This design comes from an exercise in tuning for small area, a short achievable clock period and few clock cycles on the open sky130 flow, not from production work.
At most, simulation tests tie the RTL to the original design; equivalence was not proved.

==> flow/design.v <==
`timescale 1ns/1ps
module bin2gray #(parameter WIDTH = 32)(
  input  wire [WIDTH-1:0] bin,
  output wire [WIDTH-1:0] gray
);
  assign gray = bin ^ (bin >> 1);
endmodule
`timescale 1ns/1ps
module gray2bin #(parameter WIDTH = 32)(
  input  wire [WIDTH-1:0] gray,
  output reg  [WIDTH-1:0] bin
);
  integer s, j;
  always @(*) begin
    bin = gray;
    for (s = 1; s < WIDTH; s = s * 2)
      for (j = 2*s-1; j < WIDTH; j = j + 2*s)
        bin[WIDTH-1-j] = bin[WIDTH-1-j] ^ bin[WIDTH-1-(j-s)];
    for (s = WIDTH / 4; s >= 1; s = s / 2)
      for (j = 3*s-1; j < WIDTH; j = j + 2*s)
        bin[WIDTH-1-j] = bin[WIDTH-1-j] ^ bin[WIDTH-1-(j-s)];
  end
endmodule
`timescale 1ns/1ps
module nibble_add #(parameter DIGITS = 10, parameter K = 3)(
  input  wire [DIGITS*4-1:0] x,
  output reg  [DIGITS*4-1:0] y
);
  integer i;
  always @(*)
    for (i = 0; i < DIGITS; i = i + 1)
      y[4*i +: 4] = x[4*i +: 4] + K[3:0];
endmodule
`timescale 1ns/1ps
module bin2bcd_dd(
  input  wire [28:0] w,
  input  wire [7:0]  p,
  output wire [39:0] o
);
  function [3:0] add3(input [3:0] d);
    begin
      add3[3] = d[3] | (d[2] & (d[1] | d[0]));
      add3[2] = (d[2] & ~d[1] & ~d[0]) | (d[3] & d[0]);
      add3[1] = (d[1] & (~d[2] | d[0])) | (d[3] & ~d[0]);
      add3[0] = (~d[3] & ~d[2] & d[0]) | (d[2] & d[1] & ~d[0]) | (d[3] & ~d[0]);
    end
  endfunction
  function [39:0] dstep(input [39:0] x, input b);
    integer i;
    reg c;
    reg [3:0] f;
    begin
      c = b;
      for (i = 0; i < 10; i = i + 1) begin
        f = add3(x[4*i +: 4]);
        dstep[4*i +: 4] = {f[2:0], c};
        c = f[3];
      end
    end
  endfunction
  function [39:0] dd8(input [39:0] x, input [7:0] p);
    integer j;
    reg [39:0] t;
    begin
      t = x;
      for (j = 7; j >= 0; j = j - 1)
        t = dstep(t, p[j]);
      dd8 = t;
    end
  endfunction
  assign o = dd8({11'd0, w}, p);
endmodule
module bin2bcd_first(
  input  wire [23:0] b,
  output wire [1:0]  z,
  output wire [28:0] o
);
  function [3:0] add3(input [3:0] d);
    begin
      add3[3] = d[3] | (d[2] & (d[1] | d[0]));
      add3[2] = (d[2] & ~d[1] & ~d[0]) | (d[3] & d[0]);
      add3[1] = (d[1] & (~d[2] | d[0])) | (d[3] & ~d[0]);
      add3[0] = (~d[3] & ~d[2] & d[0]) | (d[2] & d[1] & ~d[0]) | (d[3] & ~d[0]);
    end
  endfunction
  function [39:0] dstep(input [39:0] x, input b);
    integer i;
    reg c;
    reg [3:0] f;
    begin
      c = b;
      for (i = 0; i < 10; i = i + 1) begin
        f = add3(x[4*i +: 4]);
        dstep[4*i +: 4] = {f[2:0], c};
        c = f[3];
      end
    end
  endfunction
  function [39:0] dd8(input [39:0] x, input [7:0] p);
    integer j;
    reg [39:0] t;
    begin
      t = x;
      for (j = 7; j >= 0; j = j - 1)
        t = dstep(t, p[j]);
      dd8 = t;
    end
  endfunction
  wire       n0 = (b[23:16] != 8'd0), n1 = (b[15:8] != 8'd0);
  assign z = n0 ? 2'd0 : n1 ? 2'd1 : 2'd2;
  wire [7:0]  p = b[23:16] | ({8{~n0}} & (b[15:8] | {8{~n1}} & b[7:0]));
  wire [39:0] t = dd8(40'd0, p);
  assign o = t[28:0];
endmodule
`timescale 1ns/1ps
module bcd2bin_v3(
  input  wire [11:0] d,
  output wire [10:0] v
);
  function [10:0] m100(input [3:0] x);
    begin
      case (x)
        4'd0:  m100 = 11'd0;    4'd1:  m100 = 11'd100;
        4'd2:  m100 = 11'd200;  4'd3:  m100 = 11'd300;
        4'd4:  m100 = 11'd400;  4'd5:  m100 = 11'd500;
        4'd6:  m100 = 11'd600;  4'd7:  m100 = 11'd700;
        4'd8:  m100 = 11'd800;  4'd9:  m100 = 11'd900;
        4'd10: m100 = 11'd1000; 4'd11: m100 = 11'd1100;
        4'd12: m100 = 11'd1200; 4'd13: m100 = 11'd1300;
        4'd14: m100 = 11'd1400; default: m100 = 11'd1500;
      endcase
    end
  endfunction
  function [7:0] m10(input [3:0] x);
    begin
      case (x)
        4'd0:  m10 = 8'd0;    4'd1:  m10 = 8'd10;
        4'd2:  m10 = 8'd20;   4'd3:  m10 = 8'd30;
        4'd4:  m10 = 8'd40;   4'd5:  m10 = 8'd50;
        4'd6:  m10 = 8'd60;   4'd7:  m10 = 8'd70;
        4'd8:  m10 = 8'd80;   4'd9:  m10 = 8'd90;
        4'd10: m10 = 8'd100;  4'd11: m10 = 8'd110;
        4'd12: m10 = 8'd120;  4'd13: m10 = 8'd130;
        4'd14: m10 = 8'd140;  default: m10 = 8'd150;
      endcase
    end
  endfunction
  wire [10:0] x = m100(d[11:8]);
  wire [10:0] y = {3'd0, m10(d[7:4])};
  wire [10:0] w = {7'd0, d[3:0]};
  wire [10:0] s = x ^ y ^ w;
  wire [10:0] c = {(x[9:0] & y[9:0]) | (x[9:0] & w[9:0]) | (y[9:0] & w[9:0]), 1'b0};
  reg [10:0] g, p, g2, p2;
  integer l, i;
  always @(*) begin
    g = s & c;
    p = s ^ c;
    for (l = 1; l < 11; l = l * 2) begin
      g2 = g;
      p2 = p;
      for (i = 0; i < 11; i = i + 1)
        if (i & l) begin
          g2[i] = g[i] | (p[i] & g[(i & ~(l - 1)) - 1]);
          p2[i] = p[i] & p[(i & ~(l - 1)) - 1];
        end
      g = g2;
      p = p2;
    end
  end
  assign v = s ^ c ^ {g[9:0], 1'b0};
endmodule
module bcd2bin_groups(
  input  wire [39:0] d,
  output wire [1:0]  z,
  output wire [10:0] a,
  output wire [10:0] v1,
  output wire [10:0] v2,
  output wire [10:0] v3
);
  bcd2bin_v3 u_v1 (.d(d[35:24]), .v(v1));
  bcd2bin_v3 u_v2 (.d(d[23:12]), .v(v2));
  bcd2bin_v3 u_v3 (.d(d[11:0]),  .v(v3));
  assign z = (d[39:36] != 4'd0) ? 2'd0 : (d[35:24] != 12'd0) ? 2'd1 : 2'd2;
  assign a = (z == 2'd0) ? {7'd0, d[39:36]} : (z == 2'd1) ? v1 : v2;
endmodule
`timescale 1ns/1ps
module code_converter_top #(
  parameter WIDTH  = 32,
  parameter DIGITS = 10
)(
  input  wire                   clk,
  input  wire                   rst,
  input  wire                   start,
  input  wire [2:0]             opcode,
  input  wire [WIDTH-1:0]       bin_in,
  input  wire [WIDTH-1:0]       gray_in,
  input  wire [DIGITS*4-1:0]    bcd_in,
  input  wire [DIGITS*4-1:0]    ex3_in,
  output reg  [WIDTH-1:0]       bin_out,
  output reg  [WIDTH-1:0]       gray_out,
  output reg  [DIGITS*4-1:0]    bcd_out,
  output reg  [DIGITS*4-1:0]    ex3_out,
  output wire                   busy,
  output wire                   done
);
  function [3:0] add3(input [3:0] d);
    begin
      add3[3] = d[3] | (d[2] & (d[1] | d[0]));
      add3[2] = (d[2] & ~d[1] & ~d[0]) | (d[3] & d[0]);
      add3[1] = (d[1] & (~d[2] | d[0])) | (d[3] & ~d[0]);
      add3[0] = (~d[3] & ~d[2] & d[0]) | (d[2] & d[1] & ~d[0]) | (d[3] & ~d[0]);
    end
  endfunction
  function [39:0] dstep(input [39:0] x, input b);
    integer i;
    reg c;
    reg [3:0] f;
    begin
      c = b;
      for (i = 0; i < 10; i = i + 1) begin
        f = add3(x[4*i +: 4]);
        dstep[4*i +: 4] = {f[2:0], c};
        c = f[3];
      end
    end
  endfunction
  function [39:0] dd8(input [39:0] x, input [7:0] p);
    integer j;
    reg [39:0] t;
    begin
      t = x;
      for (j = 7; j >= 0; j = j - 1)
        t = dstep(t, p[j]);
      dd8 = t;
    end
  endfunction
  function [63:0] csa(input [31:0] x, input [31:0] y, input [31:0] z);
    begin
      csa = {((x & y) | (x & z) | (y & z)) << 1, x ^ y ^ z};
    end
  endfunction
  function [31:0] horner(input [23:0] a, input [10:0] p);
    reg [63:0] s1, s2;
    begin
      s1 = csa({a[21:0], 10'd2}, ~{4'd0, a, 4'd0}, ~{5'd0, a, 3'd0});
      s2 = csa(s1[31:0], s1[63:32], {21'd0, p});
      horner = s2[31:0] + s2[63:32];
    end
  endfunction
  reg       mid, last;
  reg       isb2d;   
  reg [1:0] idx;
  wire op_multi = (opcode[2:1] == 2'b01);
  assign done = last | (start & ~op_multi);
  assign busy = mid;
  wire [1:0]  z2, z3;
  wire [28:0] w0;
  wire [10:0] a0, v1, v2, v3;
  bin2bcd_first  u_f2 (.b(bin_in[31:8]), .z(z2), .o(w0));
  bcd2bin_groups u_f3 (.d(bcd_in), .z(z3), .a(a0), .v1(v1), .v2(v2), .v3(v3));
  wire [1:0] z = opcode[0] ? z3 : z2;
  wire [1:0] k = (mid ? idx : z) + 2'd1;
  always @(posedge clk or posedge rst) begin
    if (rst) begin
      mid   <= 1'b0;
      last  <= 1'b0;
      isb2d <= 1'b0;
      idx   <= 2'd0;
    end else if (mid) begin
      idx <= idx + 2'd1;
      if (idx == 2'd2) begin
        mid  <= 1'b0;
        last <= 1'b1;
      end
    end else if (last) begin
      last <= 1'b0;
    end else if (start & op_multi) begin
      isb2d <= ~opcode[0];
      idx   <= z + 2'd1;
      if (z == 2'd2) last <= 1'b1;
      else           mid  <= 1'b1;
    end
  end
  reg [28:0] W;    
  reg [7:0]  P;    
  reg [23:0] A;    
  reg [10:0] Q;    
  wire [39:0] dd_run = dd8({11'd0, W}, P);
  wire [31:0] acc    = horner(A, Q);
  always @(posedge clk) begin
    P <= (k == 2'd1) ? bin_in[23:16] : (k == 2'd2) ? bin_in[15:8] : bin_in[7:0];
    Q <= (k == 2'd1) ? v1 : (k == 2'd2) ? v2 : v3;
    if (mid) begin
      W <= dd_run[28:0];
      A <= acc[23:0];
    end else begin
      W <= w0;
      A <= {13'd0, a0};
    end
  end
  wire [WIDTH-1:0]    gray_c, bin_c;
  wire [DIGITS*4-1:0] ex3_c, bcd_c;
  bin2gray #(WIDTH) u_b2g (.bin(bin_in), .gray(gray_c));
  gray2bin #(WIDTH) u_g2b (.gray(gray_in), .bin(bin_c));
  nibble_add #(DIGITS, 3)  u_b2e (.x(bcd_in), .y(ex3_c));
  nibble_add #(DIGITS, 13) u_e2b (.x(ex3_in), .y(bcd_c));
  always @(posedge clk or posedge rst) begin
    if (rst) begin
      bin_out  <= {WIDTH{1'b0}};
      gray_out <= {WIDTH{1'b0}};
      bcd_out  <= {DIGITS*4{1'b0}};
      ex3_out  <= {DIGITS*4{1'b0}};
    end else begin
      if (start & (opcode == 3'd0)) gray_out <= gray_c;
      if (start & (opcode == 3'd1)) bin_out <= bin_c;
      else if (last & ~isb2d)      bin_out <= acc;
      if (start & (opcode == 3'd5)) bcd_out <= bcd_c;
      else if (last & isb2d)       bcd_out <= dd_run;
      if (start & (opcode == 3'd4)) ex3_out <= ex3_c;
    end
  end
endmodule
==> flow/config.mk <==
export PLATFORM = sky130hd
export DESIGN_NAME = code_converter_top
export DESIGN_NICKNAME = code_converter_top
export VERILOG_FILES = /design/flow/design.v
export SDC_FILE = /design/flow/constraint.sdc
export NUM_CORES = 4
export LEC_CHECK = 0
export ABC_AREA = 1
export CAP_MARGIN = 20
export CORE_MARGIN = 2
export CORE_UTILIZATION = 40
export CTS_BUF_LIST = sky130_fd_sc_hd__clkbuf_8
export SETUP_SLACK_MARGIN = 2.8
export SLEW_MARGIN = 20
==> flow/constraint.sdc <==
create_clock -name core_clock -period 6.5 [get_ports {clk}]
set_input_delay 1.3000 -clock core_clock [delete_from_list [all_inputs] [get_ports {clk}]]
set_output_delay 1.3000 -clock core_clock [all_outputs]
set_load 0.01 [all_outputs]
standard.sh (not shown) runs the stock make flow with config.mk's settings and CLKGATE_MAP_FILE= SYNTH_SCRIPT=/design/flow/synth_recipe.tcl, a recipe that flattens the netlist after the stock synthesis.
==> flow/flow/run.sh <==
#!/bin/bash
# The standard flow (standard.sh), except that the port buffers are plain
# buffers instead of the delay cells buffer_ports picks by default.
set -euo pipefail
export BUFFER_PORTS_ARGS="-buffer_cell sky130_fd_sc_hd__buf_1"
bash standard.sh > standard.log 2>&1
Testbench counts at the start, summed over its fixed seeds: cycles 5,632.
==> next run, changes <==
--- a/flow/design.v
+++ b/flow/design.v
@@ -257,11 +257,10 @@
   wire [28:0] w0;
   wire [10:0] a0, v1, v2, v3;
   bin2bcd_first  u_f2 (.b(bin_in[31:8]), .z(z2), .o(w0));
   bcd2bin_groups u_f3 (.d(bcd_in), .z(z3), .a(a0), .v1(v1), .v2(v2), .v3(v3));
   wire [1:0] z = opcode[0] ? z3 : z2;
-  wire [1:0] k = (mid ? idx : z) + 2'd1;
   always @(posedge clk or posedge rst) begin
     if (rst) begin
       mid   <= 1'b0;
       last  <= 1'b0;
       isb2d <= 1'b0;
@@ -286,12 +285,17 @@
   reg [23:0] A;    
   reg [10:0] Q;    
   wire [39:0] dd_run = dd8({11'd0, W}, P);
   wire [31:0] acc    = horner(A, Q);
   always @(posedge clk) begin
-    P <= (k == 2'd1) ? bin_in[23:16] : (k == 2'd2) ? bin_in[15:8] : bin_in[7:0];
-    Q <= (k == 2'd1) ? v1 : (k == 2'd2) ? v2 : v3;
+    if (mid) begin
+      P <= idx[0] ? bin_in[15:8] : bin_in[7:0];
+      Q <= idx[0] ? v2 : v3;
+    end else begin
+      P <= (z2 == 2'd0) ? bin_in[23:16] : (z2 == 2'd1) ? bin_in[15:8] : bin_in[7:0];
+      Q <= (z3 == 2'd0) ? v1 : (z3 == 2'd1) ? v2 : v3;
+    end
     if (mid) begin
       W <= dd_run[28:0];
       A <= acc[23:0];
     end else begin
       W <= w0;
The new run went through all stages and came out clean. Wire length fell by about 1.6%. Synthesized cell count fell by about 1%. Global-route usage hardly moves. Cell area increases by about 0.46%. Die area came out lower by 1.2%. First-iteration DRC count increases by 4.0%.
Only the layout flow was run in the second run of this note; the RTL was not checked for function there.

[afterwards: timing with drivers on the ports]
No port has a modelled driver above. Below, the same layouts with a new extraction and two added sets of constraints. Step 1: set_driving_cell puts a clkbuf_16 on clk and a buf_2 on each other input, an assumption about the parent block. Step 2 moves the port delays by t, midway between the first and last clock arrival at a register: inputs arrive t later, outputs are due t later. That takes back most of the time a late clock gives input paths. Three values: ideal ports, drivers, drivers and shift; two values: the first two.
| run | t (ns) | setup slack, ns | clock arrival spread, ns | cell pins on the clock port's net |
|---|---|---|---|---|
| the first run | 0.655 | 2.932 / 2.953 / 2.299 | 0.031 / 0.031 | 1 |
| the second run | 0.663 | 2.911 / 2.920 / 2.273 | 0.044 / 0.044 | 1 |
After both steps every run listed still meets setup and hold. The setup slack of the second run, which loses most, moves by +0.009 ns with the drivers and by -0.638 ns with both steps.
